From an optimization exercise on the open Yosys and OpenROAD flow, aimed at small area and a short achievable clock period; shortcuts taken in it are not production practice.
No functional check of the RTL was part of any run shown here.
Power is estimated from default activity; no workload was simulated.

File: flow/standard.sh
#!/bin/bash
# synth_recipe.tcl (not shown) runs the flow's synth.tcl, then flattens the netlist and writes it again
# the make line also repeats each setting of config.mk as NAME=value (left out here)
make -C /OpenROAD-flow-scripts/flow DESIGN_CONFIG=/design/flow/config.mk WORK_HOME=/design/flow/orfs CLKGATE_MAP_FILE= SYNTH_SCRIPT=/design/flow/synth_recipe.tcl "${@:-finish}"
File: flow/config.mk
export PLATFORM = sky130hd
export DESIGN_NAME = Nbit_ALU_Register
export DESIGN_NICKNAME = Nbit_ALU_Register
export VERILOG_FILES = /design/flow/design.v
export SDC_FILE = /design/flow/constraint.sdc
export NUM_CORES = 4
export LEC_CHECK = 0
export CAP_MARGIN = 20
export CORE_MARGIN = 2
export CORE_UTILIZATION = 60
export CTS_BUF_LIST = sky130_fd_sc_hd__clkbuf_4
export GPL_TIMING_DRIVEN = 0
export SLEW_MARGIN = 20
export SYNTH_HIERARCHICAL = 1
export SYNTH_MINIMUM_KEEP_SIZE = 0
File: flow/design.v
`timescale 1ns / 1ps
module g_inv    (input a, output y);                  assign y = ~a;                             endmodule
module g_buf    (input a, output y);                  assign y = a;                              endmodule
module g_nand2  (input a, b, output y);               assign y = ~(a & b);                       endmodule
module g_nor2   (input a, b, output y);               assign y = ~(a | b);                       endmodule
module g_and2   (input a, b, output y);               assign y = a & b;                          endmodule
module g_or2    (input a, b, output y);               assign y = a | b;                          endmodule
module g_nand2b (input an, b, output y);              assign y = ~(~an & b);                     endmodule
module g_a21oi  (input a1, a2, b1, output y);         assign y = ~((a1 & a2) | b1);              endmodule
module g_o21ai  (input a1, a2, b1, output y);         assign y = ~((a1 | a2) & b1);              endmodule
module g_a21o   (input a1, a2, b1, output y);         assign y = (a1 & a2) | b1;                 endmodule
module g_o21a   (input a1, a2, b1, output y);         assign y = (a1 | a2) & b1;                 endmodule
module g_o22ai  (input a1, a2, b1, b2, output y);     assign y = ~((a1 | a2) & (b1 | b2));       endmodule
module g_xor2   (input a, b, output y);               assign y = a ^ b;                          endmodule
module g_xnor2  (input a, b, output y);               assign y = ~(a ^ b);                       endmodule
module g_mux2i  (input a0, a1, s, output y);          assign y = ~(s ? a1 : a0);                 endmodule
module g_nand3  (input a, b, c, output y);            assign y = ~(a & b & c);                   endmodule
module g_a31oi  (input a1, a2, a3, b1, output y);     assign y = ~((a1 & a2 & a3) | b1);         endmodule
module g_a32oi  (input a1, a2, a3, b1, b2, output y); assign y = ~((a1 & a2 & a3) | (b1 & b2));   endmodule
`timescale 1ns / 1ps
module Nbit_ALU(r1, r2, r3, ALUop);
parameter n = 32;
input  [n-1:0] r2, r3;
input  [2:0]   ALUop;
output [n-1:0] r1;
wire o02n;
g_nor2 u_o02n (.a(ALUop[0]), .b(ALUop[2]), .y(o02n));
wire t0n_d0;
g_mux2i u_t0n_d0 (.a0(ALUop[0]), .a1(ALUop[1]), .s(ALUop[2]), .y(t0n_d0));
wire t0n_d1;
g_mux2i u_t0n_d1 (.a0(ALUop[0]), .a1(ALUop[1]), .s(ALUop[2]), .y(t0n_d1));
wire t0n_0;
g_buf u_t0n_0 (.a(t0n_d0), .y(t0n_0));
wire t0n_1;
g_buf u_t0n_1 (.a(t0n_d1), .y(t0n_1));
wire t0n_dx;
g_mux2i u_t0n_dx (.a0(ALUop[0]), .a1(ALUop[1]), .s(ALUop[2]), .y(t0n_dx));
wire t1n_d0;
g_xor2 u_t1n_d0 (.a(ALUop[1]), .b(o02n), .y(t1n_d0));
wire t1n_d1;
g_xor2 u_t1n_d1 (.a(ALUop[1]), .b(o02n), .y(t1n_d1));
wire t1n_0;
g_buf u_t1n_0 (.a(t1n_d0), .y(t1n_0));
wire t1n_1;
g_buf u_t1n_1 (.a(t1n_d1), .y(t1n_1));
wire esn_d0;
g_o21a u_esn_d0 (.a1(ALUop[1]), .a2(ALUop[0]), .b1(ALUop[2]), .y(esn_d0));
wire esn_d1;
g_o21a u_esn_d1 (.a1(ALUop[1]), .a2(ALUop[0]), .b1(ALUop[2]), .y(esn_d1));
wire esn_0;
g_buf u_esn_0 (.a(esn_d0), .y(esn_0));
wire esn_1;
g_buf u_esn_1 (.a(esn_d1), .y(esn_1));
wire ecn_d0;
g_nand2b u_ecn_d0 (.an(ALUop[1]), .b(ALUop[2]), .y(ecn_d0));
wire ecn_d1;
g_nand2b u_ecn_d1 (.an(ALUop[1]), .b(ALUop[2]), .y(ecn_d1));
wire ecn_0;
g_buf u_ecn_0 (.a(ecn_d0), .y(ecn_0));
wire ecn_1;
g_buf u_ecn_1 (.a(ecn_d1), .y(ecn_1));
wire enn_d0;
g_nand2b u_enn_d0 (.an(ALUop[2]), .b(ALUop[1]), .y(enn_d0));
wire enn_d1;
g_nand2b u_enn_d1 (.an(ALUop[2]), .b(ALUop[1]), .y(enn_d1));
wire enn_0;
g_buf u_enn_0 (.a(enn_d0), .y(enn_0));
wire enn_1;
g_buf u_enn_1 (.a(enn_d1), .y(enn_1));
wire en_d;
g_inv u_en_d (.a(enn_0), .y(en_d));
wire en_0;
g_buf u_en_0 (.a(en_d), .y(en_0));
wire en_1;
g_buf u_en_1 (.a(en_d), .y(en_1));
wire op01n;
g_nand2 u_op01n (.a(ALUop[0]), .b(ALUop[1]), .y(op01n));
wire sub;
g_nor2 u_sub (.a(ALUop[2]), .b(op01n), .y(sub));
wire op12n;
g_nand2 u_op12n (.a(ALUop[1]), .b(ALUop[2]), .y(op12n));
wire slt;
g_nor2 u_slt (.a(ALUop[0]), .b(op12n), .y(slt));
wire bb0;
g_mux2i u_bb0 (.a0(t0n_0), .a1(t1n_0), .s(r3[0]), .y(bb0));
wire gn0;
g_nand2 u_gn0 (.a(r2[0]), .b(bb0), .y(gn0));
wire tn0;
g_nor2 u_tn0 (.a(r2[0]), .b(bb0), .y(tn0));
wire pn0;
g_nand2b u_pn0 (.an(tn0), .b(gn0), .y(pn0));
wire y0;
g_o22ai u_y0 (.a1(gn0), .a2(ecn_0), .b1(pn0), .b2(esn_0), .y(y0));
wire bb1;
g_mux2i u_bb1 (.a0(t0n_0), .a1(t1n_0), .s(r3[1]), .y(bb1));
wire gn1;
g_nand2 u_gn1 (.a(r2[1]), .b(bb1), .y(gn1));
wire tn1;
g_nor2 u_tn1 (.a(r2[1]), .b(bb1), .y(tn1));
wire pn1;
g_nand2b u_pn1 (.an(tn1), .b(gn1), .y(pn1));
wire y1;
g_o22ai u_y1 (.a1(gn1), .a2(ecn_0), .b1(pn1), .b2(esn_0), .y(y1));
wire bb2;
g_mux2i u_bb2 (.a0(t0n_0), .a1(t1n_0), .s(r3[2]), .y(bb2));
wire gn2;
g_nand2 u_gn2 (.a(r2[2]), .b(bb2), .y(gn2));
wire tn2;
g_nor2 u_tn2 (.a(r2[2]), .b(bb2), .y(tn2));
wire pn2;
g_nand2b u_pn2 (.an(tn2), .b(gn2), .y(pn2));
wire y2;
g_o22ai u_y2 (.a1(gn2), .a2(ecn_0), .b1(pn2), .b2(esn_0), .y(y2));
wire bb3;
g_mux2i u_bb3 (.a0(t0n_0), .a1(t1n_0), .s(r3[3]), .y(bb3));
wire gn3;
g_nand2 u_gn3 (.a(r2[3]), .b(bb3), .y(gn3));
wire tn3;
g_nor2 u_tn3 (.a(r2[3]), .b(bb3), .y(tn3));
wire pn3;
g_nand2b u_pn3 (.an(tn3), .b(gn3), .y(pn3));
wire y3;
g_o22ai u_y3 (.a1(gn3), .a2(ecn_0), .b1(pn3), .b2(esn_0), .y(y3));
wire bb4;
g_mux2i u_bb4 (.a0(t0n_0), .a1(t1n_0), .s(r3[4]), .y(bb4));
wire gn4;
g_nand2 u_gn4 (.a(r2[4]), .b(bb4), .y(gn4));
wire tn4;
g_nor2 u_tn4 (.a(r2[4]), .b(bb4), .y(tn4));
wire pn4;
g_nand2b u_pn4 (.an(tn4), .b(gn4), .y(pn4));
wire y4;
g_o22ai u_y4 (.a1(gn4), .a2(ecn_0), .b1(pn4), .b2(esn_0), .y(y4));
wire bb5;
g_mux2i u_bb5 (.a0(t0n_0), .a1(t1n_0), .s(r3[5]), .y(bb5));
wire gn5;
g_nand2 u_gn5 (.a(r2[5]), .b(bb5), .y(gn5));
wire tn5;
g_nor2 u_tn5 (.a(r2[5]), .b(bb5), .y(tn5));
wire pn5;
g_nand2b u_pn5 (.an(tn5), .b(gn5), .y(pn5));
wire y5;
g_o22ai u_y5 (.a1(gn5), .a2(ecn_0), .b1(pn5), .b2(esn_0), .y(y5));
wire bb6;
g_mux2i u_bb6 (.a0(t0n_0), .a1(t1n_0), .s(r3[6]), .y(bb6));
wire gn6;
g_nand2 u_gn6 (.a(r2[6]), .b(bb6), .y(gn6));
wire tn6;
g_nor2 u_tn6 (.a(r2[6]), .b(bb6), .y(tn6));
wire pn6;
g_nand2b u_pn6 (.an(tn6), .b(gn6), .y(pn6));
wire y6;
g_o22ai u_y6 (.a1(gn6), .a2(ecn_0), .b1(pn6), .b2(esn_0), .y(y6));
wire bb7;
g_mux2i u_bb7 (.a0(t0n_0), .a1(t1n_0), .s(r3[7]), .y(bb7));
wire gn7;
g_nand2 u_gn7 (.a(r2[7]), .b(bb7), .y(gn7));
wire tn7;
g_nor2 u_tn7 (.a(r2[7]), .b(bb7), .y(tn7));
wire pn7;
g_nand2b u_pn7 (.an(tn7), .b(gn7), .y(pn7));
wire y7;
g_o22ai u_y7 (.a1(gn7), .a2(ecn_0), .b1(pn7), .b2(esn_0), .y(y7));
wire bb8;
g_mux2i u_bb8 (.a0(t0n_0), .a1(t1n_0), .s(r3[8]), .y(bb8));
wire gn8;
g_nand2 u_gn8 (.a(r2[8]), .b(bb8), .y(gn8));
wire tn8;
g_nor2 u_tn8 (.a(r2[8]), .b(bb8), .y(tn8));
wire pn8;
g_nand2b u_pn8 (.an(tn8), .b(gn8), .y(pn8));
wire y8;
g_o22ai u_y8 (.a1(gn8), .a2(ecn_0), .b1(pn8), .b2(esn_0), .y(y8));
wire bb9;
g_mux2i u_bb9 (.a0(t0n_0), .a1(t1n_0), .s(r3[9]), .y(bb9));
wire gn9;
g_nand2 u_gn9 (.a(r2[9]), .b(bb9), .y(gn9));
wire tn9;
g_nor2 u_tn9 (.a(r2[9]), .b(bb9), .y(tn9));
wire pn9;
g_nand2b u_pn9 (.an(tn9), .b(gn9), .y(pn9));
wire y9;
g_o22ai u_y9 (.a1(gn9), .a2(ecn_0), .b1(pn9), .b2(esn_0), .y(y9));
wire bb10;
g_mux2i u_bb10 (.a0(t0n_0), .a1(t1n_0), .s(r3[10]), .y(bb10));
wire gn10;
g_nand2 u_gn10 (.a(r2[10]), .b(bb10), .y(gn10));
wire tn10;
g_nor2 u_tn10 (.a(r2[10]), .b(bb10), .y(tn10));
wire pn10;
g_nand2b u_pn10 (.an(tn10), .b(gn10), .y(pn10));
wire y10;
g_o22ai u_y10 (.a1(gn10), .a2(ecn_0), .b1(pn10), .b2(esn_0), .y(y10));
wire bb11;
g_mux2i u_bb11 (.a0(t0n_0), .a1(t1n_0), .s(r3[11]), .y(bb11));
wire gn11;
g_nand2 u_gn11 (.a(r2[11]), .b(bb11), .y(gn11));
wire tn11;
g_nor2 u_tn11 (.a(r2[11]), .b(bb11), .y(tn11));
wire pn11;
g_nand2b u_pn11 (.an(tn11), .b(gn11), .y(pn11));
wire y11;
g_o22ai u_y11 (.a1(gn11), .a2(ecn_0), .b1(pn11), .b2(esn_0), .y(y11));
wire bb12;
g_mux2i u_bb12 (.a0(t0n_0), .a1(t1n_0), .s(r3[12]), .y(bb12));
wire gn12;
g_nand2 u_gn12 (.a(r2[12]), .b(bb12), .y(gn12));
wire tn12;
g_nor2 u_tn12 (.a(r2[12]), .b(bb12), .y(tn12));
wire pn12;
g_nand2b u_pn12 (.an(tn12), .b(gn12), .y(pn12));
wire y12;
g_o22ai u_y12 (.a1(gn12), .a2(ecn_0), .b1(pn12), .b2(esn_0), .y(y12));
wire bb13;
g_mux2i u_bb13 (.a0(t0n_0), .a1(t1n_0), .s(r3[13]), .y(bb13));
wire gn13;
g_nand2 u_gn13 (.a(r2[13]), .b(bb13), .y(gn13));
wire tn13;
g_nor2 u_tn13 (.a(r2[13]), .b(bb13), .y(tn13));
wire pn13;
g_nand2b u_pn13 (.an(tn13), .b(gn13), .y(pn13));
wire y13;
g_o22ai u_y13 (.a1(gn13), .a2(ecn_0), .b1(pn13), .b2(esn_0), .y(y13));
wire bb14;
g_mux2i u_bb14 (.a0(t0n_0), .a1(t1n_0), .s(r3[14]), .y(bb14));
wire gn14;
g_nand2 u_gn14 (.a(r2[14]), .b(bb14), .y(gn14));
wire tn14;
g_nor2 u_tn14 (.a(r2[14]), .b(bb14), .y(tn14));
wire pn14;
g_nand2b u_pn14 (.an(tn14), .b(gn14), .y(pn14));
wire y14;
g_o22ai u_y14 (.a1(gn14), .a2(ecn_0), .b1(pn14), .b2(esn_0), .y(y14));
wire bb15;
g_mux2i u_bb15 (.a0(t0n_0), .a1(t1n_0), .s(r3[15]), .y(bb15));
wire gn15;
g_nand2 u_gn15 (.a(r2[15]), .b(bb15), .y(gn15));
wire tn15;
g_nor2 u_tn15 (.a(r2[15]), .b(bb15), .y(tn15));
wire pn15;
g_nand2b u_pn15 (.an(tn15), .b(gn15), .y(pn15));
wire y15;
g_o22ai u_y15 (.a1(gn15), .a2(ecn_0), .b1(pn15), .b2(esn_0), .y(y15));
wire bb16;
g_mux2i u_bb16 (.a0(t0n_1), .a1(t1n_1), .s(r3[16]), .y(bb16));
wire gn16;
g_nand2 u_gn16 (.a(r2[16]), .b(bb16), .y(gn16));
wire tn16;
g_nor2 u_tn16 (.a(r2[16]), .b(bb16), .y(tn16));
wire pn16;
g_nand2b u_pn16 (.an(tn16), .b(gn16), .y(pn16));
wire y16;
g_o22ai u_y16 (.a1(gn16), .a2(ecn_1), .b1(pn16), .b2(esn_1), .y(y16));
wire bb17;
g_mux2i u_bb17 (.a0(t0n_1), .a1(t1n_1), .s(r3[17]), .y(bb17));
wire gn17;
g_nand2 u_gn17 (.a(r2[17]), .b(bb17), .y(gn17));
wire tn17;
g_nor2 u_tn17 (.a(r2[17]), .b(bb17), .y(tn17));
wire pn17;
g_nand2b u_pn17 (.an(tn17), .b(gn17), .y(pn17));
wire y17;
g_o22ai u_y17 (.a1(gn17), .a2(ecn_1), .b1(pn17), .b2(esn_1), .y(y17));
wire bb18;
g_mux2i u_bb18 (.a0(t0n_1), .a1(t1n_1), .s(r3[18]), .y(bb18));
wire gn18;
g_nand2 u_gn18 (.a(r2[18]), .b(bb18), .y(gn18));
wire tn18;
g_nor2 u_tn18 (.a(r2[18]), .b(bb18), .y(tn18));
wire pn18;
g_nand2b u_pn18 (.an(tn18), .b(gn18), .y(pn18));
wire y18;
g_o22ai u_y18 (.a1(gn18), .a2(ecn_1), .b1(pn18), .b2(esn_1), .y(y18));
wire bb19;
g_mux2i u_bb19 (.a0(t0n_1), .a1(t1n_1), .s(r3[19]), .y(bb19));
wire gn19;
g_nand2 u_gn19 (.a(r2[19]), .b(bb19), .y(gn19));
wire tn19;
g_nor2 u_tn19 (.a(r2[19]), .b(bb19), .y(tn19));
wire pn19;
g_nand2b u_pn19 (.an(tn19), .b(gn19), .y(pn19));
wire y19;
g_o22ai u_y19 (.a1(gn19), .a2(ecn_1), .b1(pn19), .b2(esn_1), .y(y19));
wire bb20;
g_mux2i u_bb20 (.a0(t0n_1), .a1(t1n_1), .s(r3[20]), .y(bb20));
wire gn20;
g_nand2 u_gn20 (.a(r2[20]), .b(bb20), .y(gn20));
wire tn20;
g_nor2 u_tn20 (.a(r2[20]), .b(bb20), .y(tn20));
wire pn20;
g_nand2b u_pn20 (.an(tn20), .b(gn20), .y(pn20));
wire y20;
g_o22ai u_y20 (.a1(gn20), .a2(ecn_1), .b1(pn20), .b2(esn_1), .y(y20));
wire bb21;
g_mux2i u_bb21 (.a0(t0n_1), .a1(t1n_1), .s(r3[21]), .y(bb21));
wire gn21;
g_nand2 u_gn21 (.a(r2[21]), .b(bb21), .y(gn21));
wire tn21;
g_nor2 u_tn21 (.a(r2[21]), .b(bb21), .y(tn21));
wire pn21;
g_nand2b u_pn21 (.an(tn21), .b(gn21), .y(pn21));
wire y21;
g_o22ai u_y21 (.a1(gn21), .a2(ecn_1), .b1(pn21), .b2(esn_1), .y(y21));
wire bb22;
g_mux2i u_bb22 (.a0(t0n_1), .a1(t1n_1), .s(r3[22]), .y(bb22));
wire gn22;
g_nand2 u_gn22 (.a(r2[22]), .b(bb22), .y(gn22));
wire tn22;
g_nor2 u_tn22 (.a(r2[22]), .b(bb22), .y(tn22));
wire pn22;
g_nand2b u_pn22 (.an(tn22), .b(gn22), .y(pn22));
wire y22;
g_o22ai u_y22 (.a1(gn22), .a2(ecn_1), .b1(pn22), .b2(esn_1), .y(y22));
wire bb23;
g_mux2i u_bb23 (.a0(t0n_1), .a1(t1n_1), .s(r3[23]), .y(bb23));
wire gn23;
g_nand2 u_gn23 (.a(r2[23]), .b(bb23), .y(gn23));
wire tn23;
g_nor2 u_tn23 (.a(r2[23]), .b(bb23), .y(tn23));
wire pn23;
g_nand2b u_pn23 (.an(tn23), .b(gn23), .y(pn23));
wire y23;
g_o22ai u_y23 (.a1(gn23), .a2(ecn_1), .b1(pn23), .b2(esn_1), .y(y23));
wire bb24;
g_mux2i u_bb24 (.a0(t0n_1), .a1(t1n_1), .s(r3[24]), .y(bb24));
wire gn24;
g_nand2 u_gn24 (.a(r2[24]), .b(bb24), .y(gn24));
wire tn24;
g_nor2 u_tn24 (.a(r2[24]), .b(bb24), .y(tn24));
wire pn24;
g_nand2b u_pn24 (.an(tn24), .b(gn24), .y(pn24));
wire y24;
g_o22ai u_y24 (.a1(gn24), .a2(ecn_1), .b1(pn24), .b2(esn_1), .y(y24));
wire bb25;
g_mux2i u_bb25 (.a0(t0n_1), .a1(t1n_1), .s(r3[25]), .y(bb25));
wire gn25;
g_nand2 u_gn25 (.a(r2[25]), .b(bb25), .y(gn25));
wire tn25;
g_nor2 u_tn25 (.a(r2[25]), .b(bb25), .y(tn25));
wire pn25;
g_nand2b u_pn25 (.an(tn25), .b(gn25), .y(pn25));
wire y25;
g_o22ai u_y25 (.a1(gn25), .a2(ecn_1), .b1(pn25), .b2(esn_1), .y(y25));
wire bb26;
g_mux2i u_bb26 (.a0(t0n_1), .a1(t1n_1), .s(r3[26]), .y(bb26));
wire gn26;
g_nand2 u_gn26 (.a(r2[26]), .b(bb26), .y(gn26));
wire tn26;
g_nor2 u_tn26 (.a(r2[26]), .b(bb26), .y(tn26));
wire pn26;
g_nand2b u_pn26 (.an(tn26), .b(gn26), .y(pn26));
wire y26;
g_o22ai u_y26 (.a1(gn26), .a2(ecn_1), .b1(pn26), .b2(esn_1), .y(y26));
wire bb27;
g_mux2i u_bb27 (.a0(t0n_1), .a1(t1n_1), .s(r3[27]), .y(bb27));
wire gn27;
g_nand2 u_gn27 (.a(r2[27]), .b(bb27), .y(gn27));
wire tn27;
g_nor2 u_tn27 (.a(r2[27]), .b(bb27), .y(tn27));
wire pn27;
g_nand2b u_pn27 (.an(tn27), .b(gn27), .y(pn27));
wire y27;
g_o22ai u_y27 (.a1(gn27), .a2(ecn_1), .b1(pn27), .b2(esn_1), .y(y27));
wire bb28;
g_mux2i u_bb28 (.a0(t0n_1), .a1(t1n_1), .s(r3[28]), .y(bb28));
wire gn28;
g_nand2 u_gn28 (.a(r2[28]), .b(bb28), .y(gn28));
wire tn28;
g_nor2 u_tn28 (.a(r2[28]), .b(bb28), .y(tn28));
wire pn28;
g_nand2b u_pn28 (.an(tn28), .b(gn28), .y(pn28));
wire y28;
g_o22ai u_y28 (.a1(gn28), .a2(ecn_1), .b1(pn28), .b2(esn_1), .y(y28));
wire bb29;
g_mux2i u_bb29 (.a0(t0n_1), .a1(t1n_1), .s(r3[29]), .y(bb29));
wire gn29;
g_nand2 u_gn29 (.a(r2[29]), .b(bb29), .y(gn29));
wire tn29;
g_nor2 u_tn29 (.a(r2[29]), .b(bb29), .y(tn29));
wire pn29;
g_nand2b u_pn29 (.an(tn29), .b(gn29), .y(pn29));
wire y29;
g_o22ai u_y29 (.a1(gn29), .a2(ecn_1), .b1(pn29), .b2(esn_1), .y(y29));
wire bb30;
g_mux2i u_bb30 (.a0(t0n_1), .a1(t1n_1), .s(r3[30]), .y(bb30));
wire gn30;
g_nand2 u_gn30 (.a(r2[30]), .b(bb30), .y(gn30));
wire tn30;
g_nor2 u_tn30 (.a(r2[30]), .b(bb30), .y(tn30));
wire pn30;
g_nand2b u_pn30 (.an(tn30), .b(gn30), .y(pn30));
wire y30;
g_o22ai u_y30 (.a1(gn30), .a2(ecn_1), .b1(pn30), .b2(esn_1), .y(y30));
wire bb31;
g_mux2i u_bb31 (.a0(t0n_1), .a1(t1n_1), .s(r3[31]), .y(bb31));
wire gn31;
g_nand2 u_gn31 (.a(r2[31]), .b(bb31), .y(gn31));
wire tn31;
g_nor2 u_tn31 (.a(r2[31]), .b(bb31), .y(tn31));
wire pn31;
g_nand2b u_pn31 (.an(tn31), .b(gn31), .y(pn31));
wire y31;
g_o22ai u_y31 (.a1(gn31), .a2(ecn_1), .b1(pn31), .b2(esn_1), .y(y31));
wire t0p;
g_inv u_t0p (.a(t0n_dx), .y(t0p));
wire G0n;
g_mux2i u_G0n (.a0(t0p), .a1(r2[0]), .s(r3[0]), .y(G0n));
wire G1_1;
g_o21ai u_G1_1 (.a1(tn1), .a2(G0n), .b1(gn1), .y(G1_1));
wire G1_3;
g_o21ai u_G1_3 (.a1(tn3), .a2(gn2), .b1(gn3), .y(G1_3));
wire T1_3;
g_nor2 u_T1_3 (.a(tn3), .b(tn2), .y(T1_3));
wire G1_5;
g_o21ai u_G1_5 (.a1(tn5), .a2(gn4), .b1(gn5), .y(G1_5));
wire T1_5;
g_nor2 u_T1_5 (.a(tn5), .b(tn4), .y(T1_5));
wire G1_7;
g_o21ai u_G1_7 (.a1(tn7), .a2(gn6), .b1(gn7), .y(G1_7));
wire T1_7;
g_nor2 u_T1_7 (.a(tn7), .b(tn6), .y(T1_7));
wire G1_9;
g_o21ai u_G1_9 (.a1(tn9), .a2(gn8), .b1(gn9), .y(G1_9));
wire T1_9;
g_nor2 u_T1_9 (.a(tn9), .b(tn8), .y(T1_9));
wire G1_11;
g_o21ai u_G1_11 (.a1(tn11), .a2(gn10), .b1(gn11), .y(G1_11));
wire T1_11;
g_nor2 u_T1_11 (.a(tn11), .b(tn10), .y(T1_11));
wire G1_13;
g_o21ai u_G1_13 (.a1(tn13), .a2(gn12), .b1(gn13), .y(G1_13));
wire T1_13;
g_nor2 u_T1_13 (.a(tn13), .b(tn12), .y(T1_13));
wire G1_15;
g_o21ai u_G1_15 (.a1(tn15), .a2(gn14), .b1(gn15), .y(G1_15));
wire T1_15;
g_nor2 u_T1_15 (.a(tn15), .b(tn14), .y(T1_15));
wire G1_17;
g_o21ai u_G1_17 (.a1(tn17), .a2(gn16), .b1(gn17), .y(G1_17));
wire T1_17;
g_nor2 u_T1_17 (.a(tn17), .b(tn16), .y(T1_17));
wire G1_19;
g_o21ai u_G1_19 (.a1(tn19), .a2(gn18), .b1(gn19), .y(G1_19));
wire T1_19;
g_nor2 u_T1_19 (.a(tn19), .b(tn18), .y(T1_19));
wire G1_21;
g_o21ai u_G1_21 (.a1(tn21), .a2(gn20), .b1(gn21), .y(G1_21));
wire T1_21;
g_nor2 u_T1_21 (.a(tn21), .b(tn20), .y(T1_21));
wire G1_23;
g_o21ai u_G1_23 (.a1(tn23), .a2(gn22), .b1(gn23), .y(G1_23));
wire T1_23;
g_nor2 u_T1_23 (.a(tn23), .b(tn22), .y(T1_23));
wire G1_25;
g_o21ai u_G1_25 (.a1(tn25), .a2(gn24), .b1(gn25), .y(G1_25));
wire T1_25;
g_nor2 u_T1_25 (.a(tn25), .b(tn24), .y(T1_25));
wire G1_27;
g_o21ai u_G1_27 (.a1(tn27), .a2(gn26), .b1(gn27), .y(G1_27));
wire T1_27;
g_nor2 u_T1_27 (.a(tn27), .b(tn26), .y(T1_27));
wire G1_29;
g_o21ai u_G1_29 (.a1(tn29), .a2(gn28), .b1(gn29), .y(G1_29));
wire T1_29;
g_nor2 u_T1_29 (.a(tn29), .b(tn28), .y(T1_29));
wire G2_3;
g_a21oi u_G2_3 (.a1(T1_3), .a2(G1_1), .b1(G1_3), .y(G2_3));
wire G2_5;
g_a21oi u_G2_5 (.a1(T1_5), .a2(G1_3), .b1(G1_5), .y(G2_5));
wire T2_5;
g_nand2 u_T2_5 (.a(T1_5), .b(T1_3), .y(T2_5));
wire G2_7;
g_a21oi u_G2_7 (.a1(T1_7), .a2(G1_5), .b1(G1_7), .y(G2_7));
wire T2_7;
g_nand2 u_T2_7 (.a(T1_7), .b(T1_5), .y(T2_7));
wire G2_9;
g_a21oi u_G2_9 (.a1(T1_9), .a2(G1_7), .b1(G1_9), .y(G2_9));
wire T2_9;
g_nand2 u_T2_9 (.a(T1_9), .b(T1_7), .y(T2_9));
wire G2_11;
g_a21oi u_G2_11 (.a1(T1_11), .a2(G1_9), .b1(G1_11), .y(G2_11));
wire T2_11;
g_nand2 u_T2_11 (.a(T1_11), .b(T1_9), .y(T2_11));
wire G2_13;
g_a21oi u_G2_13 (.a1(T1_13), .a2(G1_11), .b1(G1_13), .y(G2_13));
wire T2_13;
g_nand2 u_T2_13 (.a(T1_13), .b(T1_11), .y(T2_13));
wire G2_15;
g_a21oi u_G2_15 (.a1(T1_15), .a2(G1_13), .b1(G1_15), .y(G2_15));
wire T2_15;
g_nand2 u_T2_15 (.a(T1_15), .b(T1_13), .y(T2_15));
wire G2_17;
g_a21oi u_G2_17 (.a1(T1_17), .a2(G1_15), .b1(G1_17), .y(G2_17));
wire T2_17;
g_nand2 u_T2_17 (.a(T1_17), .b(T1_15), .y(T2_17));
wire G2_19;
g_a21oi u_G2_19 (.a1(T1_19), .a2(G1_17), .b1(G1_19), .y(G2_19));
wire T2_19;
g_nand2 u_T2_19 (.a(T1_19), .b(T1_17), .y(T2_19));
wire G2_21;
g_a21oi u_G2_21 (.a1(T1_21), .a2(G1_19), .b1(G1_21), .y(G2_21));
wire T2_21;
g_nand2 u_T2_21 (.a(T1_21), .b(T1_19), .y(T2_21));
wire G2_23;
g_a21oi u_G2_23 (.a1(T1_23), .a2(G1_21), .b1(G1_23), .y(G2_23));
wire T2_23;
g_nand2 u_T2_23 (.a(T1_23), .b(T1_21), .y(T2_23));
wire G2_25;
g_a21oi u_G2_25 (.a1(T1_25), .a2(G1_23), .b1(G1_25), .y(G2_25));
wire T2_25;
g_nand2 u_T2_25 (.a(T1_25), .b(T1_23), .y(T2_25));
wire G2_27;
g_a21oi u_G2_27 (.a1(T1_27), .a2(G1_25), .b1(G1_27), .y(G2_27));
wire T2_27;
g_nand2 u_T2_27 (.a(T1_27), .b(T1_25), .y(T2_27));
wire G2_29;
g_a21oi u_G2_29 (.a1(T1_29), .a2(G1_27), .b1(G1_29), .y(G2_29));
wire T2_29;
g_nand2 u_T2_29 (.a(T1_29), .b(T1_27), .y(T2_29));
wire n_G1_1;
g_inv u_n_G1_1 (.a(G1_1), .y(n_G1_1));
wire G3_5;
g_o21ai u_G3_5 (.a1(T2_5), .a2(n_G1_1), .b1(G2_5), .y(G3_5));
wire G3_7;
g_o21ai u_G3_7 (.a1(T2_7), .a2(G2_3), .b1(G2_7), .y(G3_7));
wire G3_9;
g_o21ai u_G3_9 (.a1(T2_9), .a2(G2_5), .b1(G2_9), .y(G3_9));
wire T3_9;
g_nor2 u_T3_9 (.a(T2_9), .b(T2_5), .y(T3_9));
wire G3_11;
g_o21ai u_G3_11 (.a1(T2_11), .a2(G2_7), .b1(G2_11), .y(G3_11));
wire T3_11;
g_nor2 u_T3_11 (.a(T2_11), .b(T2_7), .y(T3_11));
wire G3_13;
g_o21ai u_G3_13 (.a1(T2_13), .a2(G2_9), .b1(G2_13), .y(G3_13));
wire T3_13;
g_nor2 u_T3_13 (.a(T2_13), .b(T2_9), .y(T3_13));
wire G3_15;
g_o21ai u_G3_15 (.a1(T2_15), .a2(G2_11), .b1(G2_15), .y(G3_15));
wire T3_15;
g_nor2 u_T3_15 (.a(T2_15), .b(T2_11), .y(T3_15));
wire G3_17;
g_o21ai u_G3_17 (.a1(T2_17), .a2(G2_13), .b1(G2_17), .y(G3_17));
wire T3_17;
g_nor2 u_T3_17 (.a(T2_17), .b(T2_13), .y(T3_17));
wire G3_19;
g_o21ai u_G3_19 (.a1(T2_19), .a2(G2_15), .b1(G2_19), .y(G3_19));
wire T3_19;
g_nor2 u_T3_19 (.a(T2_19), .b(T2_15), .y(T3_19));
wire G3_21;
g_o21ai u_G3_21 (.a1(T2_21), .a2(G2_17), .b1(G2_21), .y(G3_21));
wire T3_21;
g_nor2 u_T3_21 (.a(T2_21), .b(T2_17), .y(T3_21));
wire G3_23;
g_o21ai u_G3_23 (.a1(T2_23), .a2(G2_19), .b1(G2_23), .y(G3_23));
wire T3_23;
g_nor2 u_T3_23 (.a(T2_23), .b(T2_19), .y(T3_23));
wire G3_25;
g_o21ai u_G3_25 (.a1(T2_25), .a2(G2_21), .b1(G2_25), .y(G3_25));
wire T3_25;
g_nor2 u_T3_25 (.a(T2_25), .b(T2_21), .y(T3_25));
wire G3_27;
g_o21ai u_G3_27 (.a1(T2_27), .a2(G2_23), .b1(G2_27), .y(G3_27));
wire T3_27;
g_nor2 u_T3_27 (.a(T2_27), .b(T2_23), .y(T3_27));
wire G3_29;
g_o21ai u_G3_29 (.a1(T2_29), .a2(G2_25), .b1(G2_29), .y(G3_29));
wire T3_29;
g_nor2 u_T3_29 (.a(T2_29), .b(T2_25), .y(T3_29));
wire G4_9;
g_a21oi u_G4_9 (.a1(T3_9), .a2(G1_1), .b1(G3_9), .y(G4_9));
wire n_G2_3;
g_inv u_n_G2_3 (.a(G2_3), .y(n_G2_3));
wire G4_11;
g_a21oi u_G4_11 (.a1(T3_11), .a2(n_G2_3), .b1(G3_11), .y(G4_11));
wire G4_13;
g_a21oi u_G4_13 (.a1(T3_13), .a2(G3_5), .b1(G3_13), .y(G4_13));
wire G4_15;
g_a21oi u_G4_15 (.a1(T3_15), .a2(G3_7), .b1(G3_15), .y(G4_15));
wire G4_17;
g_a21oi u_G4_17 (.a1(T3_17), .a2(G3_9), .b1(G3_17), .y(G4_17));
wire T4_17;
g_nand2 u_T4_17 (.a(T3_17), .b(T3_9), .y(T4_17));
wire G4_19;
g_a21oi u_G4_19 (.a1(T3_19), .a2(G3_11), .b1(G3_19), .y(G4_19));
wire T4_19;
g_nand2 u_T4_19 (.a(T3_19), .b(T3_11), .y(T4_19));
wire G4_21;
g_a21oi u_G4_21 (.a1(T3_21), .a2(G3_13), .b1(G3_21), .y(G4_21));
wire T4_21;
g_nand2 u_T4_21 (.a(T3_21), .b(T3_13), .y(T4_21));
wire G4_23;
g_a21oi u_G4_23 (.a1(T3_23), .a2(G3_15), .b1(G3_23), .y(G4_23));
wire T4_23;
g_nand2 u_T4_23 (.a(T3_23), .b(T3_15), .y(T4_23));
wire G4_25;
g_a21oi u_G4_25 (.a1(T3_25), .a2(G3_17), .b1(G3_25), .y(G4_25));
wire T4_25;
g_nand2 u_T4_25 (.a(T3_25), .b(T3_17), .y(T4_25));
wire G4_27;
g_a21oi u_G4_27 (.a1(T3_27), .a2(G3_19), .b1(G3_27), .y(G4_27));
wire T4_27;
g_nand2 u_T4_27 (.a(T3_27), .b(T3_19), .y(T4_27));
wire G4_29;
g_a21oi u_G4_29 (.a1(T3_29), .a2(G3_21), .b1(G3_29), .y(G4_29));
wire T4_29;
g_nand2 u_T4_29 (.a(T3_29), .b(T3_21), .y(T4_29));
wire G5_17;
g_o21ai u_G5_17 (.a1(T4_17), .a2(n_G1_1), .b1(G4_17), .y(G5_17));
wire G5_19;
g_o21ai u_G5_19 (.a1(T4_19), .a2(G2_3), .b1(G4_19), .y(G5_19));
wire n_G3_5;
g_inv u_n_G3_5 (.a(G3_5), .y(n_G3_5));
wire G5_21;
g_o21ai u_G5_21 (.a1(T4_21), .a2(n_G3_5), .b1(G4_21), .y(G5_21));
wire n_G3_7;
g_inv u_n_G3_7 (.a(G3_7), .y(n_G3_7));
wire G5_23;
g_o21ai u_G5_23 (.a1(T4_23), .a2(n_G3_7), .b1(G4_23), .y(G5_23));
wire G5_25;
g_o21ai u_G5_25 (.a1(T4_25), .a2(G4_9), .b1(G4_25), .y(G5_25));
wire G5_27;
g_o21ai u_G5_27 (.a1(T4_27), .a2(G4_11), .b1(G4_27), .y(G5_27));
wire G5_29;
g_o21ai u_G5_29 (.a1(T4_29), .a2(G4_13), .b1(G4_29), .y(G5_29));
wire n_gn2;
g_inv u_n_gn2 (.a(gn2), .y(n_gn2));
wire n_tn2;
g_inv u_n_tn2 (.a(tn2), .y(n_tn2));
wire kn3;
g_a32oi u_kn3 (.a1(n_tn2), .a2(G1_1), .a3(en_0), .b1(n_gn2), .b2(en_0), .y(kn3));
wire G6_4;
g_o21ai u_G6_4 (.a1(tn4), .a2(G2_3), .b1(gn4), .y(G6_4));
wire n_gn6;
g_inv u_n_gn6 (.a(gn6), .y(n_gn6));
wire n_tn6;
g_inv u_n_tn6 (.a(tn6), .y(n_tn6));
wire kn7;
g_a32oi u_kn7 (.a1(n_tn6), .a2(G3_5), .a3(en_0), .b1(n_gn6), .b2(en_0), .y(kn7));
wire n_gn8;
g_inv u_n_gn8 (.a(gn8), .y(n_gn8));
wire n_tn8;
g_inv u_n_tn8 (.a(tn8), .y(n_tn8));
wire kn9;
g_a32oi u_kn9 (.a1(n_tn8), .a2(G3_7), .a3(en_0), .b1(n_gn8), .b2(en_0), .y(kn9));
wire G6_10;
g_o21ai u_G6_10 (.a1(tn10), .a2(G4_9), .b1(gn10), .y(G6_10));
wire G6_12;
g_o21ai u_G6_12 (.a1(tn12), .a2(G4_11), .b1(gn12), .y(G6_12));
wire G6_14;
g_o21ai u_G6_14 (.a1(tn14), .a2(G4_13), .b1(gn14), .y(G6_14));
wire G6_16;
g_o21ai u_G6_16 (.a1(tn16), .a2(G4_15), .b1(gn16), .y(G6_16));
wire n_gn18;
g_inv u_n_gn18 (.a(gn18), .y(n_gn18));
wire n_tn18;
g_inv u_n_tn18 (.a(tn18), .y(n_tn18));
wire kn19;
g_a32oi u_kn19 (.a1(n_tn18), .a2(G5_17), .a3(en_1), .b1(n_gn18), .b2(en_1), .y(kn19));
wire n_gn20;
g_inv u_n_gn20 (.a(gn20), .y(n_gn20));
wire n_tn20;
g_inv u_n_tn20 (.a(tn20), .y(n_tn20));
wire kn21;
g_a32oi u_kn21 (.a1(n_tn20), .a2(G5_19), .a3(en_1), .b1(n_gn20), .b2(en_1), .y(kn21));
wire n_gn22;
g_inv u_n_gn22 (.a(gn22), .y(n_gn22));
wire n_tn22;
g_inv u_n_tn22 (.a(tn22), .y(n_tn22));
wire kn23;
g_a32oi u_kn23 (.a1(n_tn22), .a2(G5_21), .a3(en_1), .b1(n_gn22), .b2(en_1), .y(kn23));
wire n_gn24;
g_inv u_n_gn24 (.a(gn24), .y(n_gn24));
wire n_tn24;
g_inv u_n_tn24 (.a(tn24), .y(n_tn24));
wire kn25;
g_a32oi u_kn25 (.a1(n_tn24), .a2(G5_23), .a3(en_1), .b1(n_gn24), .b2(en_1), .y(kn25));
wire n_gn26;
g_inv u_n_gn26 (.a(gn26), .y(n_gn26));
wire n_tn26;
g_inv u_n_tn26 (.a(tn26), .y(n_tn26));
wire kn27;
g_a32oi u_kn27 (.a1(n_tn26), .a2(G5_25), .a3(en_1), .b1(n_gn26), .b2(en_1), .y(kn27));
wire n_gn28;
g_inv u_n_gn28 (.a(gn28), .y(n_gn28));
wire n_tn28;
g_inv u_n_tn28 (.a(tn28), .y(n_tn28));
wire kn29;
g_a32oi u_kn29 (.a1(n_tn28), .a2(G5_27), .a3(en_1), .b1(n_gn28), .b2(en_1), .y(kn29));
wire n_gn30;
g_inv u_n_gn30 (.a(gn30), .y(n_gn30));
wire n_tn30;
g_inv u_n_tn30 (.a(tn30), .y(n_tn30));
wire G6_30;
g_a21oi u_G6_30 (.a1(n_tn30), .a2(G5_29), .b1(n_gn30), .y(G6_30));
wire k1;
g_nor2 u_k1 (.a(G0n), .b(enn_0), .y(k1));
g_xor2 u_r1 (.a(y1), .b(k1), .y(r1[1]));
wire kn2;
g_nand2 u_kn2 (.a(G1_1), .b(en_0), .y(kn2));
g_xnor2 u_r2 (.a(y2), .b(kn2), .y(r1[2]));
g_xnor2 u_r3 (.a(y3), .b(kn3), .y(r1[3]));
wire k4;
g_nor2 u_k4 (.a(G2_3), .b(enn_0), .y(k4));
g_xor2 u_r4 (.a(y4), .b(k4), .y(r1[4]));
wire kn5;
g_nand2 u_kn5 (.a(G6_4), .b(en_0), .y(kn5));
g_xnor2 u_r5 (.a(y5), .b(kn5), .y(r1[5]));
wire kn6;
g_nand2 u_kn6 (.a(G3_5), .b(en_0), .y(kn6));
g_xnor2 u_r6 (.a(y6), .b(kn6), .y(r1[6]));
g_xnor2 u_r7 (.a(y7), .b(kn7), .y(r1[7]));
wire kn8;
g_nand2 u_kn8 (.a(G3_7), .b(en_0), .y(kn8));
g_xnor2 u_r8 (.a(y8), .b(kn8), .y(r1[8]));
g_xnor2 u_r9 (.a(y9), .b(kn9), .y(r1[9]));
wire k10;
g_nor2 u_k10 (.a(G4_9), .b(enn_0), .y(k10));
g_xor2 u_r10 (.a(y10), .b(k10), .y(r1[10]));
wire kn11;
g_nand2 u_kn11 (.a(G6_10), .b(en_0), .y(kn11));
g_xnor2 u_r11 (.a(y11), .b(kn11), .y(r1[11]));
wire k12;
g_nor2 u_k12 (.a(G4_11), .b(enn_0), .y(k12));
g_xor2 u_r12 (.a(y12), .b(k12), .y(r1[12]));
wire kn13;
g_nand2 u_kn13 (.a(G6_12), .b(en_0), .y(kn13));
g_xnor2 u_r13 (.a(y13), .b(kn13), .y(r1[13]));
wire k14;
g_nor2 u_k14 (.a(G4_13), .b(enn_0), .y(k14));
g_xor2 u_r14 (.a(y14), .b(k14), .y(r1[14]));
wire kn15;
g_nand2 u_kn15 (.a(G6_14), .b(en_0), .y(kn15));
g_xnor2 u_r15 (.a(y15), .b(kn15), .y(r1[15]));
wire k16;
g_nor2 u_k16 (.a(G4_15), .b(enn_1), .y(k16));
g_xor2 u_r16 (.a(y16), .b(k16), .y(r1[16]));
wire kn17;
g_nand2 u_kn17 (.a(G6_16), .b(en_1), .y(kn17));
g_xnor2 u_r17 (.a(y17), .b(kn17), .y(r1[17]));
wire kn18;
g_nand2 u_kn18 (.a(G5_17), .b(en_1), .y(kn18));
g_xnor2 u_r18 (.a(y18), .b(kn18), .y(r1[18]));
g_xnor2 u_r19 (.a(y19), .b(kn19), .y(r1[19]));
wire kn20;
g_nand2 u_kn20 (.a(G5_19), .b(en_1), .y(kn20));
g_xnor2 u_r20 (.a(y20), .b(kn20), .y(r1[20]));
g_xnor2 u_r21 (.a(y21), .b(kn21), .y(r1[21]));
wire kn22;
g_nand2 u_kn22 (.a(G5_21), .b(en_1), .y(kn22));
g_xnor2 u_r22 (.a(y22), .b(kn22), .y(r1[22]));
g_xnor2 u_r23 (.a(y23), .b(kn23), .y(r1[23]));
wire kn24;
g_nand2 u_kn24 (.a(G5_23), .b(en_1), .y(kn24));
g_xnor2 u_r24 (.a(y24), .b(kn24), .y(r1[24]));
g_xnor2 u_r25 (.a(y25), .b(kn25), .y(r1[25]));
wire kn26;
g_nand2 u_kn26 (.a(G5_25), .b(en_1), .y(kn26));
g_xnor2 u_r26 (.a(y26), .b(kn26), .y(r1[26]));
g_xnor2 u_r27 (.a(y27), .b(kn27), .y(r1[27]));
wire kn28;
g_nand2 u_kn28 (.a(G5_27), .b(en_1), .y(kn28));
g_xnor2 u_r28 (.a(y28), .b(kn28), .y(r1[28]));
g_xnor2 u_r29 (.a(y29), .b(kn29), .y(r1[29]));
wire kn30;
g_nand2 u_kn30 (.a(G5_29), .b(en_1), .y(kn30));
g_xnor2 u_r30 (.a(y30), .b(kn30), .y(r1[30]));
wire k31;
g_nor2 u_k31 (.a(G6_30), .b(enn_1), .y(k31));
g_xor2 u_r31 (.a(y31), .b(k31), .y(r1[31]));
wire x31n;
g_xnor2 u_x31n (.a(pn31), .b(G6_30), .y(x31n));
wire z0n;
g_xnor2 u_z0n (.a(y0), .b(sub), .y(z0n));
g_mux2i u_r0 (.a0(z0n), .a1(x31n), .s(slt), .y(r1[0]));
endmodule
`timescale 1ns / 1ps
module dff(q, d, clk);
input		d, clk;       
output reg	q;            
always @(posedge clk)
q<=d;
endmodule
`timescale 1ns / 1ps
module Nbit_Register(outo, ino, clk);
parameter n = 32;
input [n-1:0] ino;
output [n-1:0] outo;
input clk;
genvar i;
generate
for (i = 0; i < n; i = i + 1) begin: registerblk
dff Dflipflop(.q(outo[i]) , .d(ino[i]), .clk(clk) );
end
endgenerate
endmodule
`timescale 1ns / 1ps
module Nbit_ALU_Register (r2, r3, ALUop, r0, clk);
parameter n = 32;
input[n-1:0] r2, r3;
input[2:0] ALUop;
input clk;
output [n-1:0] r0;
wire[n-1:0] r1;
Nbit_ALU #(n) alu1 (.r1(r1), .r2(r2), .r3(r3), .ALUop(ALUop) );
Nbit_Register #(n) reg1 (.outo(r0), .ino(r1), .clk(clk) );
endmodule
File: flow/constraint.sdc
create_clock -name core_clock -period 15.5 [get_ports {clk}]
set_input_delay 3.1000 -clock core_clock [delete_from_list [all_inputs] [get_ports {clk}]]
set_output_delay 3.1000 -clock core_clock [all_outputs]
set_load 0.01 [all_outputs]
File: flow/flow/run.sh
#!/bin/bash
# Standard ORFS layout with two changes: the ports are buffered with buf_1 (instead of the
# delay buffer buffer_ports picks by default), and timing repair aims for a setup slack of
# 10.1 ns, so that it sizes the critical paths for a shorter period than the clock's.
set -euo pipefail
export BUFFER_PORTS_ARGS="-buffer_cell sky130_fd_sc_hd__buf_1"
export SETUP_SLACK_MARGIN=10.1
bash standard.sh > standard.log 2>&1
==> results of run 1 <==
stage by stage:
stage          power, mW  utilization, %  hold WS [ps]
3_5_place_dp       0.261            71.9          3480
6_report           0.329            74.3          3140
3_3_place_gp       0.257            71.9          3480
2_1_floorplan      0.219               -          3280
4_1_cts            0.327            73.7          3160
5_1_grt            0.351            74.3          3140
modules after synthesis, one instance, submodules excluded, excerpt:
module	cells	times used	cell area [µm²]	flops+latches
g_a21oi	1	26	8.76	0
g_a32oi	1	9	8.76	0
g_buf	1	12	7.51	0
g_inv	1	26	3.75	0
g_nand2	1	69	3.75	0
g_nand2b	1	36	6.26	0
g_nor2	1	67	3.75	0
g_o21a	1	2	7.51	0
g_o21ai	1	40	5.00	0
g_o22ai	1	32	6.26	0
g_xnor2	1	26	8.76	0
g_xor2	1	9	8.76	0
path summary, 6_finish.rpt:
check     start                                       to  slack, ps  cells after the start
min    ALUop[0]  reg1.registerblk[0].Dflipflop.q$_DFF_P_       3140                      3
max    ALUop[2]  reg1.registerblk[0].Dflipflop.q$_DFF_P_      10340                     14
area by class of cell:
cell class / instances / area, µm²
Multi-Input combinational cell: 353 / 2160
Fill cell: 433 / 1220
Sequential cell: 32 / 641
Timing Repair Buffer: 99 / 375
Inverter: 26 / 97.6
Buffer: 12 / 93.8
Tap cell: 67 / 83.8
Clock buffer: 5 / 37.5
Clock inverter: 3 / 37.5
cells by family after synthesis:
family | after synthesis | synth area share (%)
AO/OA/AOI/OAI | 109 | 24.4
flip-flops | 32 | 21.6
buffers and inverters | 38 | 6.33
multiplexers | 37 | 12.5
AND/OR/NAND/NOR | 172 | 24.8
XOR/XNOR | 35 | 10.3
synthesized netlist by cell type, drive strengths merged:
master  number
nand2       69
nor2        67
o21ai       40
mux2i       37
nand2b      36
dfxtp       32
o22ai       32
a21oi       26
inv         26
xnor2       26
buf         12
a32oi        9
xor2         9
o21a         2
routing by layer:
layer,vias up,share of wire [%]
li1,1654,-
met1,1445,44
met2,112,49
met3,8,6.2
met4,0,1.0
met5,-,0
power by group:
group	switching, mW	internal, mW	leakage (nW)
Clock	0.0319	0.0329	0.0403
Combinational	0.0975	0.0604	1.20
Sequential	0.00492	0.101	0.270
Total	0.134	0.194	1.51
==> flow_summary.ini, run 1 <==
[cells_and_area]
diodes = 0
synthToLayoutAreaGrowth_pct = 19.2
final_nets = 597
final_area_um2 = 3530
drive_above_1_share_pct = 10.2
mostFrequentLayoutCell = buf_1
final_cells = 597
top_regs = reg1.registerblk.Dflipflop.q (32)
largest_reg_flops = 32
top_register = reg1.registerblk.Dflipflop.q
final_cell_mix = buf_1, nand2_1, nor2_1

[critical_path]
max_stage_delay_ps = 250
worstPathRequired_ps = 15740
crit_arrival_ps = 5410
setup.worst_path.class = input port to flip-flop
cp_top_family = compound AO/OA/AOI/OAI gates
worstSetupStartpointType = input port
path_cells = buf_2, nor2_2, xor2_1, buf_6, mux2i_1, nor2_1, o21ai_4, inv_1, o21ai_2, a21oi_2, o21ai_1, a21oi_2, xnor2_1, mux2i_1
crit_fanout = 16
cpMaxStageDelayCell = o21ai_4
path_buf_inv = 3
crit_path_end_kind = flip-flop

[global_routing]
met1_usage_pct = 34.0
top_usage_layer = met2
use_met3_pct = 3.93
track_usage_pct = 27.1
antenna_found_initial = 0
grt_pass1_wl_mm = 11.7
grt_pass1_vias = 2763
grtUsageMet2_pct = 48.1
grt_overflow = 0
grt_max_degree = 21

[clock_network]
clkSinkCount = 32
postCtsHoldBufs = 0
cts_resized = 3
clockRootBuffer = clkbuf_4
clk_pin_slew_ps = 110
htreeDepth = 2
cts_tree = done
numCtsBuffers = 5
post-cts-setup-buffer-count = 0
clock_path_buffers = 2

[outcome]
status = complete, no violations

[placed_design]
portBuffers = 99
dp_hpwl_mm = 5.80
dpl_cell_area_um2 = 3420
post-place-cells = 589
gp_congestion = 0.905
post-place-ws_ps = 9360

[power_and_ir_drop]
p_leak_nw = 1.51
power.density_nw_per_um2 = 93.1
irDropWorstVdd_mv = 0.0558

[synth]
netlist_instances = 423
ys_seq_elements = 32
yosys.area.top_type_share_pct = 21.6
synthesis.nets = 491
yosys.area.top_type = dfxtp_1
synth_area_um2 = 2960
ys_types = 14
synthTopCellsByArea = dfxtp_1, mux2i_1, nand2_1
ys_seq_area_share_pct = 21.6
avgSynthCellArea_um2 = 7.00
yosys_warnings = 7

[drt]
firstDrtPassIters = 5
wl_per_cell_um = 12.9
wl_mm = 7.69
drc_errors = 0
ant_nets = 0
routed_via_density = 5.39
via_count = 3219
drt-initial-drc-count = 147

[sta]
fmax_mhz = 194
setup_ws_ps = 10340
fin_crit_ps = 5160
relSlewSlack_pct = 75.9
setup_viol = 0
worst_pin_slew_ps = 352
finalHoldViolations = 0
final.setup.tns_ps = 0
maxSlewViolCount = 0
min_period_over_period_pct = 33.3
rsz0062_at_grt = false

[floorplanning]
core_area_um2 = 4750
die_x_um = 74.3
die_h_um = 74.3
fp-row-count = 25
io_pins = 100
dieArea_um2 = 5520
initial_core_util_pct = 62.3

[hold_path]
hp-class = input port to flip-flop

[job]
max-cap-violations = 0
==> inputs of run 2 (changes only) <==
--- a/flow/design.v
+++ b/flow/design.v
@@ -25,48 +25,36 @@
 output [n-1:0] r1;
 wire o02n;
 g_nor2 u_o02n (.a(ALUop[0]), .b(ALUop[2]), .y(o02n));
-wire t0n_d0;
-g_mux2i u_t0n_d0 (.a0(ALUop[0]), .a1(ALUop[1]), .s(ALUop[2]), .y(t0n_d0));
-wire t0n_d1;
-g_mux2i u_t0n_d1 (.a0(ALUop[0]), .a1(ALUop[1]), .s(ALUop[2]), .y(t0n_d1));
+wire t0n_d;
+g_mux2i u_t0n_d (.a0(ALUop[0]), .a1(ALUop[1]), .s(ALUop[2]), .y(t0n_d));
 wire t0n_0;
-g_buf u_t0n_0 (.a(t0n_d0), .y(t0n_0));
+g_buf u_t0n_0 (.a(t0n_d), .y(t0n_0));
 wire t0n_1;
-g_buf u_t0n_1 (.a(t0n_d1), .y(t0n_1));
-wire t0n_dx;
-g_mux2i u_t0n_dx (.a0(ALUop[0]), .a1(ALUop[1]), .s(ALUop[2]), .y(t0n_dx));
-wire t1n_d0;
-g_xor2 u_t1n_d0 (.a(ALUop[1]), .b(o02n), .y(t1n_d0));
-wire t1n_d1;
-g_xor2 u_t1n_d1 (.a(ALUop[1]), .b(o02n), .y(t1n_d1));
+g_buf u_t0n_1 (.a(t0n_d), .y(t0n_1));
+wire t1n_d;
+g_xor2 u_t1n_d (.a(ALUop[1]), .b(o02n), .y(t1n_d));
 wire t1n_0;
-g_buf u_t1n_0 (.a(t1n_d0), .y(t1n_0));
+g_buf u_t1n_0 (.a(t1n_d), .y(t1n_0));
 wire t1n_1;
-g_buf u_t1n_1 (.a(t1n_d1), .y(t1n_1));
-wire esn_d0;
-g_o21a u_esn_d0 (.a1(ALUop[1]), .a2(ALUop[0]), .b1(ALUop[2]), .y(esn_d0));
-wire esn_d1;
-g_o21a u_esn_d1 (.a1(ALUop[1]), .a2(ALUop[0]), .b1(ALUop[2]), .y(esn_d1));
+g_buf u_t1n_1 (.a(t1n_d), .y(t1n_1));
+wire esn_d;
+g_o21a u_esn_d (.a1(ALUop[1]), .a2(ALUop[0]), .b1(ALUop[2]), .y(esn_d));
 wire esn_0;
-g_buf u_esn_0 (.a(esn_d0), .y(esn_0));
+g_buf u_esn_0 (.a(esn_d), .y(esn_0));
 wire esn_1;
-g_buf u_esn_1 (.a(esn_d1), .y(esn_1));
-wire ecn_d0;
-g_nand2b u_ecn_d0 (.an(ALUop[1]), .b(ALUop[2]), .y(ecn_d0));
-wire ecn_d1;
-g_nand2b u_ecn_d1 (.an(ALUop[1]), .b(ALUop[2]), .y(ecn_d1));
+g_buf u_esn_1 (.a(esn_d), .y(esn_1));
+wire ecn_d;
+g_nand2b u_ecn_d (.an(ALUop[1]), .b(ALUop[2]), .y(ecn_d));
 wire ecn_0;
-g_buf u_ecn_0 (.a(ecn_d0), .y(ecn_0));
+g_buf u_ecn_0 (.a(ecn_d), .y(ecn_0));
 wire ecn_1;
-g_buf u_ecn_1 (.a(ecn_d1), .y(ecn_1));
-wire enn_d0;
-g_nand2b u_enn_d0 (.an(ALUop[2]), .b(ALUop[1]), .y(enn_d0));
-wire enn_d1;
-g_nand2b u_enn_d1 (.an(ALUop[2]), .b(ALUop[1]), .y(enn_d1));
+g_buf u_ecn_1 (.a(ecn_d), .y(ecn_1));
+wire enn_d;
+g_nand2b u_enn_d (.an(ALUop[2]), .b(ALUop[1]), .y(enn_d));
 wire enn_0;
-g_buf u_enn_0 (.a(enn_d0), .y(enn_0));
+g_buf u_enn_0 (.a(enn_d), .y(enn_0));
 wire enn_1;
-g_buf u_enn_1 (.a(enn_d1), .y(enn_1));
+g_buf u_enn_1 (.a(enn_d), .y(enn_1));
 wire en_d;
 g_inv u_en_d (.a(enn_0), .y(en_d));
 wire en_0;
@@ -402,7 +390,7 @@
 wire y31;
 g_o22ai u_y31 (.a1(gn31), .a2(ecn_1), .b1(pn31), .b2(esn_1), .y(y31));
 wire t0p;
-g_inv u_t0p (.a(t0n_dx), .y(t0p));
+g_inv u_t0p (.a(t0n_d), .y(t0p));
 wire G0n;
 g_mux2i u_G0n (.a0(t0p), .a1(r2[0]), .s(r3[0]), .y(G0n));
 wire G1_1;
==> run 2 against run 1 <==
Cell count decreased by 2.8%. Combinational power about the same. Cell area decreased by 2.5%. Fmax increased by 0.46%. Hold slack improved by 17 ps. Global-route usage decreased by 0.12 points. First-iteration DRC count increased by 22%. Via count decreased by 2.9%. Setup slack improved by 24 ps.
==> flow_summary.ini, run 2 <==
[cells_and_area]
top_regs = reg1.registerblk.Dflipflop.q (32)
largest_reg_flops = 32
final_cells = 580
drive_above_1_share_pct = 10.1
synthToLayoutAreaGrowth_pct = 18.2
final_nets = 593
diodes = 0
final_cell_mix = buf_1, nand2_1, nor2_1
fin_util_pct = 73.4
top_register = reg1.registerblk.Dflipflop.q
mostFrequentLayoutCell = buf_1

[sta]
relSlewSlack_pct = 79.8
fin_crit_ps = 5140
maxSlewViolCount = 0
worst_pin_slew_ps = 301
final.setup.tns_ps = 0
setup_ws_ps = 10360
setup_viol = 0
min_period_over_period_pct = 33.2
rsz0062_at_grt = false
finalHoldViolations = 0
fmax_mhz = 195

[hold_path]
holdCritStartpoint = r2[31]
hp-class = input port to flip-flop
holdPathStages = 4
hold_path_end = reg1.registerblk[31].Dflipflop.q$_DFF_P_

[placed_design]
post-place-cells = 570
portBuffers = 99
post-place-ws_ps = 9590
dp_hpwl_mm = 5.51
gp_congestion = 0.885

[synth]
ys_top_cells_by_count = nand2_1, nor2_1, o21ai_1, mux2i_1, nand2b_1
yosys_warnings = 7
avgSynthCellArea_um2 = 6.99
yosys.area.top_type_share_pct = 22.0
ys_types = 14
yosys.area.top_type = dfxtp_1
netlist_instances = 417
synth_edf_count = 0
synthesis.nets = 485
ys_seq_area_share_pct = 22.0
yosysMostFrequentCell = nand2_1
async_flop_share_pct = 0
synthTopCellsByArea = dfxtp_1, mux2i_1, nand2_1
ys_seq_elements = 32
ys.flop_type = dfxtp_1
synth_area_um2 = 2910

[critical_path]
cp_top_family = simple AND/OR/NAND/NOR gates
max_stage_delay_ps = 230
path_buf_inv = 2
cpMaxStageDelayCell = mux2i_1
crit_path_frequent_cell = nor2_1
path_cells = buf_1, nor2_1, xor2_1, buf_4, mux2i_1, nor2_1, nor2_1, nand2_1, nor2_1, nand2_1, o21ai_2, a21oi_2, xnor2_1, mux2i_1
setup.worst_path.class = input port to flip-flop
crit_arrival_ps = 5380
crit_fanout = 16
crit_path_end_kind = flip-flop
worstPathRequired_ps = 15730
crit_start = ALUop[0]
worstSetupStartpointType = input port

[global_routing]
track_usage_pct = 27.0
antenna_found_initial = 0
grt_max_degree = 21
grt_pass1_vias = 2789
grt_overflow = 0
grt_pass1_wl_mm = 11.8

[power_and_ir_drop]
irDropWorstVdd_mv = 0.0432
power.density_nw_per_um2 = 89.5
p_leak_nw = 1.48
fin_total_pwr_uw = 308

[clock_network]
postCtsHoldBufs = 0
cts_tree = done
clockRootBuffer = clkbuf_4
clk_pin_slew_ps = 110
numCtsBuffers = 5
clkSinkCount = 32
htreeDepth = 2
clock_path_buffers = 2

[outcome]
status = complete, no violations

[drt]
routed_via_density = 5.39
drt-initial-drc-count = 179
via_count = 3127
drc_errors = 0
ant_nets = 0
wl_mm = 7.19
firstDrtPassIters = 5
wl_per_cell_um = 12.4

[floorplanning]
dieArea_um2 = 5430
initial_core_util_pct = 62.1
fp-row-count = 25
core_area_um2 = 4690
die_x_um = 73.7
die_h_um = 73.7
io_pins = 100

[job]
max-cap-violations = 0
-- run 2: worst max-delay path by stage --
| stage | to | slack (ps) | cells after the start |
|---|---|---|---|
| 6_report | reg1.registerblk[0].Dflipflop.q$_DFF_P_ | 10360 | 14 |
| 5_1_grt | reg1.registerblk[0].Dflipflop.q$_DFF_P_ | 10120 | 14 |
| 4_1_cts | reg1.registerblk[0].Dflipflop.q$_DFF_P_ | 10180 | 14 |
| 3_5_place_dp | reg1.registerblk[0].Dflipflop.q$_DFF_P_ | 9590 | 14 |
| 3_3_place_gp | reg1.registerblk[0].Dflipflop.q$_DFF_P_ | 9610 | 14 |
| 2_1_floorplan | reg1.registerblk[0].Dflipflop.q$_DFF_P_ | 10450 | 13 |
-- run 2: layer usage --
layer,global-route usage (%),part of all wire (%)
met1,33.0,46
met2,47.1,46
met3,5.21,5.9
met4,8.69,1.4
met5,0,0
-- run 2: modules after synthesis (local to each module, per instance), excerpt --
module / cells / cell area [µm²] / copies in the design
g_xor2: 1 / 8.76 / 8
g_xnor2: 1 / 8.76 / 26
g_a21oi: 1 / 8.76 / 26
g_nor2: 1 / 3.75 / 67
dff: 1 / 20.0 / 32
g_o21a: 1 / 7.51 / 1
g_o21ai: 1 / 5.00 / 40
g_inv: 1 / 3.75 / 26
g_a32oi: 1 / 8.76 / 9
g_o22ai: 1 / 6.26 / 32
g_nand2: 1 / 3.75 / 69
g_nand2b: 1 / 6.26 / 34
g_mux2i: 1 / 10.0 / 35
g_buf: 1 / 7.51 / 12
-- run 2: cell families (layout without fill, tap and decap cells) --
| logic type | count (synthesis) | count (layout) | share of synthesized area, % |
|---|---|---|---|
| AND/OR/NAND/NOR | 170 | 170 | 24.8 |
| AO/OA/AOI/OAI | 108 | 108 | 24.5 |
| buffers and inverters | 38 | 147 | 6.44 |
| XOR/XNOR | 34 | 34 | 10.2 |
| flip-flops | 32 | 32 | 22.0 |
| multiplexers | 35 | 35 | 12.0 |
-- run 2: per-stage QoR --
stage | hold slack, ps | instance area [µm²]
2_1_floorplan | 3280 | 2910
3_3_place_gp | 3490 | 3350
3_5_place_dp | 3480 | 3350
4_1_cts | 3130 | 3410
5_1_grt | 3160 | 3440
6_report | 3160 | 3440
-- run 2: timing repair --
| action | in CTS | in global routing |
|---|---|---|
| endpoints found under the setup margin | 2 | 8 |
| pin swaps | 0 | 1 |
| resized for setup | 2 | 5 |
| setup buffers | 0 | 2 |
-- run 2: power breakdown --
part           leakage [nW]  internal, mW  total (mW)  switching [mW]
Sequential            0.270         0.101       0.106         0.00472
Clock                0.0324        0.0166      0.0472          0.0306
Combinational          1.18        0.0603       0.155          0.0949
Total                  1.48         0.178       0.308           0.130
-- run 2: final cells by class --
cell class / instances / area (µm²)
Multi-Input combinational cell: 347 / 2100
Fill cell: 390 / 1250
Sequential cell: 32 / 641
Timing Repair Buffer: 101 / 388
Inverter: 26 / 97.6
Buffer: 12 / 93.8
Tap cell: 54 / 67.6
Clock buffer: 5 / 37.5
Clock inverter: 3 / 13.8

[static timing again, ports no longer ideal]
Ports are ideal in the flow. The routed layouts listed here were re-timed in OpenROAD. Step 1, drivers: a clkbuf_16 drives clk and a buf_2 each remaining input, both assumed. Step 2 also shifts input and output timing later by t, the mid clock arrival at the registers, as if the neighbouring blocks saw the same clock. Slacks: no drivers / after step 1 / after step 2; pairs: no drivers / after step 1.
run	t, ns	setup WS [ns]	worst data-port slew with drivers (ns)
run 1	0.368	10.336 / 10.341 / 9.973	0.03
run 2	0.364	10.359 / 10.365 / 10.000	0.04
After both steps every run listed still meets setup and hold. The setup slack of run 1, which loses most, moves by +0.005 ns with the drivers and by -0.363 ns with both steps.
